From an optimization exercise on the open Yosys and OpenROAD flow, aimed at small area; shortcuts taken in it are not production practice. In this exercise RTL edits were held to simulation tests only and were not proved equivalent to the original. No driver is modelled on the clock port, so clocking that relies on it looks cheaper here than on a real chip.

Design Mesh, start of the top module:
module Mesh(
    input clock,
    input [7:0] io_in_a_0_0,
    input [7:0] io_in_a_1_0,
    input [7:0] io_in_a_2_0,
    input [7:0] io_in_a_3_0,
    input [7:0] io_in_b_0_0,
    input [7:0] io_in_b_1_0,
    input [7:0] io_in_b_2_0,
    input [7:0] io_in_b_3_0,
    input [15:0] io_in_d_0_0,
    input [15:0] io_in_d_1_0,
    input [15:0] io_in_d_2_0,
    input [15:0] io_in_d_3_0,
    input io_in_control_0_0_propagate,
    input io_in_control_1_0_propagate,
    input io_in_control_2_0_propagate,
    input io_in_control_3_0_propagate,
    output [15:0] io_out_c_0_0,
    output [15:0] io_out_c_1_0,
    output [15:0] io_out_c_2_0,
    output [15:0] io_out_c_3_0
);
For scale: about 4,900 cells after synthesis, roughly 1,100 flip-flops, about 200 I/O pins, about 55,000 um2 of cells after synthesis.
Settings: LEC_CHECK=0, CAP_MARGIN=0, CORE_MARGIN=2, CORE_UTILIZATION=82, CTS_BUF_LIST=sky130_fd_sc_hd__clkbuf_16, CTS_CLUSTER_DIAMETER=80, CTS_CLUSTER_SIZE=30, PLACE_DENSITY=0.9, SLEW_MARGIN=0, SYNTH_HIERARCHICAL=1; clock period 5.0 ns.
standard.sh (not shown) runs the stock make flow with config.mk's settings and CLKGATE_MAP_FILE= SYNTH_SCRIPT=/design/flow/synth_recipe.tcl, a recipe that flattens the netlist after the stock synthesis.
==> flow/flow/run.sh <==
#!/bin/bash
# Own layout flow: the standard layout (standard.sh), with two changes.
# 1. Synthesis is synth_recipe.tcl, except that the final ABC technology
#    mapping runs flow/area.abc (area-oriented mapping followed by ABC's
#    timing-driven up/down sizing) in place of ORFS's speed script. The
#    registers, their names and cell types are the same as the standard
#    synthesis's.
# 2. Ports are buffered with sky130_fd_sc_hd__buf_1 instead of the buffer
#    ORFS picks by itself.
# 3. Clock tree synthesis gets the same arguments as ORFS would give it
#    from config.mk, plus -dont_use_dummy_load.
# 4. Timing-driven global placement does not keep the buffers and resizing
#    of its internal repair (GPL_KEEP_OVERFLOW 0); the later repair steps
#    of the standard flow still run.
# Each tool writes its full log under orfs/logs/ (ORFS's own logs); the
# output of make itself goes to run_*.log in this folder.
set -euo pipefail
W=$(pwd)
F=$W/flow
{
  head -n 1 synth_recipe.tcl
  cat <<EOT
proc abc {args} {
  set i [lsearch -exact \$args -script]
  if { \$i >= 0 } { lset args [expr {\$i + 1}] $F/area.abc }
  yosys abc {*}\$args
}
EOT
  tail -n +2 synth_recipe.tcl
} > "$W/own_synth.tcl"
sed "s#SYNTH_SCRIPT=[^ ]*synth_recipe.tcl#SYNTH_SCRIPT=$W/own_synth.tcl#" standard.sh > "$W/own_standard.sh"
grep -q "SYNTH_SCRIPT=$W/own_synth.tcl" "$W/own_standard.sh"
export BUFFER_PORTS_ARGS="-buffer_cell sky130_fd_sc_hd__buf_1"
export CTS_ARGS="-sink_clustering_enable -repair_clock_nets -sink_clustering_size 30 -sink_clustering_max_diameter 80 -buf_list sky130_fd_sc_hd__clkbuf_16 -dont_use_dummy_load"
export GPL_KEEP_OVERFLOW=0
bash "$W/own_standard.sh" finish > "$W/run_finish.log" 2>&1
test -s "$W/out/final.def"
==> flow/flow/area.abc <==
strash
dch
map -a
topo
stime -c
upsize -c
dnsize -c
The starting point went through all stages and came out clean.
Next try:
--- a/flow/flow/run.sh
+++ b/flow/flow/run.sh
@@ -34 +34 @@
-export CTS_ARGS="-sink_clustering_enable -repair_clock_nets -sink_clustering_size 30 -sink_clustering_max_diameter 80 -buf_list sky130_fd_sc_hd__clkbuf_16 -dont_use_dummy_load"
+export CTS_ARGS="-sink_clustering_enable -repair_clock_nets -sink_clustering_size 33 -sink_clustering_max_diameter 90 -buf_list sky130_fd_sc_hd__clkbuf_16 -dont_use_dummy_load"
Settings changed: CORE_UTILIZATION 82 to 80, CTS_CLUSTER_DIAMETER 80 to 90, CTS_CLUSTER_SIZE 30 to 33, PLACE_DENSITY 0.9 to 0.8.
The changed run went through all stages and came out clean.
Global-route usage fell by 3.9 points.
Non-clock buffer count is lower by 15.
Next try:
--- a/flow/flow/run.sh
+++ b/flow/flow/run.sh
@@ -10,5 +9,0 @@
-# 3. Clock tree synthesis gets the same arguments as ORFS would give it
-#    from config.mk, plus -dont_use_dummy_load.
-# 4. Timing-driven global placement does not keep the buffers and resizing
-#    of its internal repair (GPL_KEEP_OVERFLOW 0); the later repair steps
-#    of the standard flow still run.
@@ -34,2 +28,0 @@
-export CTS_ARGS="-sink_clustering_enable -repair_clock_nets -sink_clustering_size 33 -sink_clustering_max_diameter 90 -buf_list sky130_fd_sc_hd__clkbuf_16 -dont_use_dummy_load"
-export GPL_KEEP_OVERFLOW=0
Settings changed: CTS_CLUSTER_DIAMETER 90 to 80, CTS_CLUSTER_SIZE 33 to 30, PLACE_DENSITY 0.8 to 0.88.
Sequential cell count is unchanged; clock-buffer cell count went up by 8; critical path depth is unchanged; global-route usage increases by 4.4 points; final area goes up by 2.6%.
Next try:
--- a/flow/flow/run.sh
+++ b/flow/flow/run.sh
@@ -9,0 +10,5 @@
+# 3. Clock tree synthesis gets the same arguments as ORFS would give it
+#    from config.mk, plus -dont_use_dummy_load.
+# 4. Timing-driven global placement does not keep the buffers and resizing
+#    of its internal repair (GPL_KEEP_OVERFLOW 0); the later repair steps
+#    of the standard flow still run.
@@ -28,0 +34,2 @@
+export CTS_ARGS="-sink_clustering_enable -repair_clock_nets -sink_clustering_size 30 -sink_clustering_max_diameter 80 -buf_list sky130_fd_sc_hd__clkbuf_16 -dont_use_dummy_load"
+export GPL_KEEP_OVERFLOW=0
Settings changed: GPL_TIMING_DRIVEN set to 0.
Now the flow finished but fails on negative setup slack.
Global-route usage falls by 3.3 points.
Final area falls by about 1.5%.
Count of clock-buffer cells in the layout falls by 2.
Core utilization falls by 1.3 points.
Worst setup slack degrades by 0.20 ns.
Next try:
--- a/flow/flow/run.sh
+++ b/flow/flow/run.sh
@@ -12,3 +11,0 @@
-# 4. Timing-driven global placement does not keep the buffers and resizing
-#    of its internal repair (GPL_KEEP_OVERFLOW 0); the later repair steps
-#    of the standard flow still run.
@@ -35 +31,0 @@
-export GPL_KEEP_OVERFLOW=0
Settings changed: GPL_TIMING_DRIVEN 0 to unset.
With this change the flow finished clean.
Via count went up by about 2.8%.
Wire length went up by 5.6%.
Synthesized cell count does not change.
Worst hold slack improved by 0.027 ns.
Die area does not change.
Area after synthesis stays the same.
Next try:
--- a/flow/flow/run.sh
+++ b/flow/flow/run.sh
@@ -11,0 +12,3 @@
+# 4. Timing-driven global placement does not keep the buffers and resizing
+#    of its internal repair (GPL_KEEP_OVERFLOW 0); the later repair steps
+#    of the standard flow still run.
@@ -31 +34,2 @@
-export CTS_ARGS="-sink_clustering_enable -repair_clock_nets -sink_clustering_size 30 -sink_clustering_max_diameter 80 -buf_list sky130_fd_sc_hd__clkbuf_16 -dont_use_dummy_load"
+export CTS_ARGS="-sink_clustering_enable -repair_clock_nets -sink_clustering_size 33 -sink_clustering_max_diameter 90 -buf_list sky130_fd_sc_hd__clkbuf_16 -dont_use_dummy_load"
+export GPL_KEEP_OVERFLOW=0
Settings changed: CTS_CLUSTER_DIAMETER 80 to 90, CTS_CLUSTER_SIZE 30 to 33, PLACE_DENSITY 0.88 to 0.84.
=>
- clock-buffer cell count came out lower by 6
- worst hold slack got worse by 0.015 ns
- via count came out lower by a few percent
- core utilization came out lower by 1.7 points
- first-iteration DRC count came out lower by about a fifth
- final area came out lower slightly
- clock skew came out lower by 0.018 ns
- register-to-register slack barely changes
- non-clock buffer count came out lower by 171

* * *

Another version of the RTL of Mesh (not shown whole).
Size in the first run: roughly 1100 flip-flops, ~0.058 mm^2 of cells after synthesis.
clock: 5.0 ns
lec_check: 0
abc_area: 1
cap_margin: 20
core_margin: 2
core_utilization: 60
cts_buf_list: sky130_fd_sc_hd__clkbuf_16
cts_cluster_diameter: 80
cts_cluster_size: 30
place_density: 0.7
slew_margin: 20
synth_hierarchical: 1
run.sh (not shown) runs the stock make flow with config.mk's settings and CLKGATE_MAP_FILE= SYNTH_SCRIPT=/design/flow/synth_recipe.tcl, a recipe that flattens the netlist after the stock synthesis.
Stock flow here: none of the scripts above is used.
The first run produced a clean layout.
Edit:
==> flow/flow/run.sh (new file) <==
#!/bin/bash
# Own layout flow: the standard layout (standard.sh), with two changes.
# 1. Synthesis is synth_recipe.tcl, except that the final ABC technology
#    mapping runs flow/area.abc (area-oriented mapping followed by ABC's
#    timing-driven up/down sizing) in place of ORFS's speed script. The
#    registers, their names and cell types are the same as the standard
#    synthesis's.
# 2. Ports are buffered with sky130_fd_sc_hd__buf_1 instead of the buffer
#    ORFS picks by itself.
# Each tool writes its full log under orfs/logs/ (ORFS's own logs); the
# output of make itself goes to run_*.log in this folder.
set -euo pipefail
W=$(pwd)
F=$W/flow
{
  head -n 1 synth_recipe.tcl
  cat <<EOT
proc abc {args} {
  set i [lsearch -exact \$args -script]
  if { \$i >= 0 } { lset args [expr {\$i + 1}] $F/area.abc }
  yosys abc {*}\$args
}
EOT
  tail -n +2 synth_recipe.tcl
} > "$W/own_synth.tcl"
sed "s#SYNTH_SCRIPT=[^ ]*synth_recipe.tcl#SYNTH_SCRIPT=$W/own_synth.tcl#" standard.sh > "$W/own_standard.sh"
grep -q "SYNTH_SCRIPT=$W/own_synth.tcl" "$W/own_standard.sh"
export BUFFER_PORTS_ARGS="-buffer_cell sky130_fd_sc_hd__buf_1"
bash "$W/own_standard.sh" finish > "$W/run_finish.log" 2>&1
test -s "$W/out/final.def"
==> flow/flow/area.abc (new file) <==
strash
dch
map -a
topo
stime -c
upsize -c
dnsize -c
==> flow/standard.sh (new file) <==
#!/bin/bash
# synth_recipe.tcl (not shown) runs the flow's synth.tcl, then flattens the netlist and writes it again
# the make line also repeats each setting of config.mk as NAME=value (left out here)
make -C /OpenROAD-flow-scripts/flow DESIGN_CONFIG=/design/flow/config.mk WORK_HOME=/design/flow/orfs CLKGATE_MAP_FILE= SYNTH_SCRIPT=/design/flow/synth_recipe.tcl "${@:-finish}"
Settings changed: ABC_AREA 1 to not set, CAP_MARGIN 20 to 0, CORE_UTILIZATION 60 to 80, PLACE_DENSITY 0.7 to 0.88, SLEW_MARGIN 20 to 0.
removed: flow/run.sh
Outcome:
- The new run completed with no timing, DRC or antenna violations
- via count goes up by 1.8%
- critical path depth shrinks by 3
- routed wire length goes up by 4.5%
Edit:
Settings changed: CORE_UTILIZATION 80 to 70, GPL_TIMING_DRIVEN set to 0, PLACE_DENSITY 0.88 to 0.8.
What happened: The changed run finished with timing, DRC and antenna clean; worst setup slack barely changes; synthesized cell count stays the same; hold slack degrades by 0.0072 ns.

port drivers added, routing unchanged:
The results above use ideal ports. As a check the final layouts listed here were re-extracted and re-timed, cells and wires unchanged. Step 1 assumes that a clkbuf_16 drives the clock port and a buf_2 every other input. Step 2 moves the port delays by t, midway between the first and last clock arrival at a register: inputs arrive t later, outputs are due t later. That takes back most of the time a late clock gives input paths. a / b / c = ideal ports / drivers / drivers and shift; a / b = the first two.
| run | t, ns | setup WS [ns] | worst setup path after step 2 |
|---|---|---|---|
| the first run of note 1 | 0.672 | 0.075 / 0.075 / 0.075 | register to register |
| the second run of note 1 | 0.668 | 0.177 / 0.177 / 0.177 | register to register |
| the third run of note 1 | 0.706 | 0.145 / 0.145 / 0.145 | register to register |
| the fourth run of note 1 | 0.694 | -0.054 / -0.054 / -0.054 | register to register |
| the fifth run of note 1 | 0.692 | 0.181 / 0.181 / 0.181 | register to register |
| the sixth run of note 1 | 0.676 | 0.187 / 0.187 / 0.187 | register to register |
| the first run of note 2 | 0.742 | 0.319 / 0.319 / 0.319 | register to register |
| the second run of note 2 | 0.706 | 0.187 / 0.187 / 0.187 | register to register |
| the third run of note 2 | 0.707 | 0.187 / 0.187 / 0.187 | register to register |
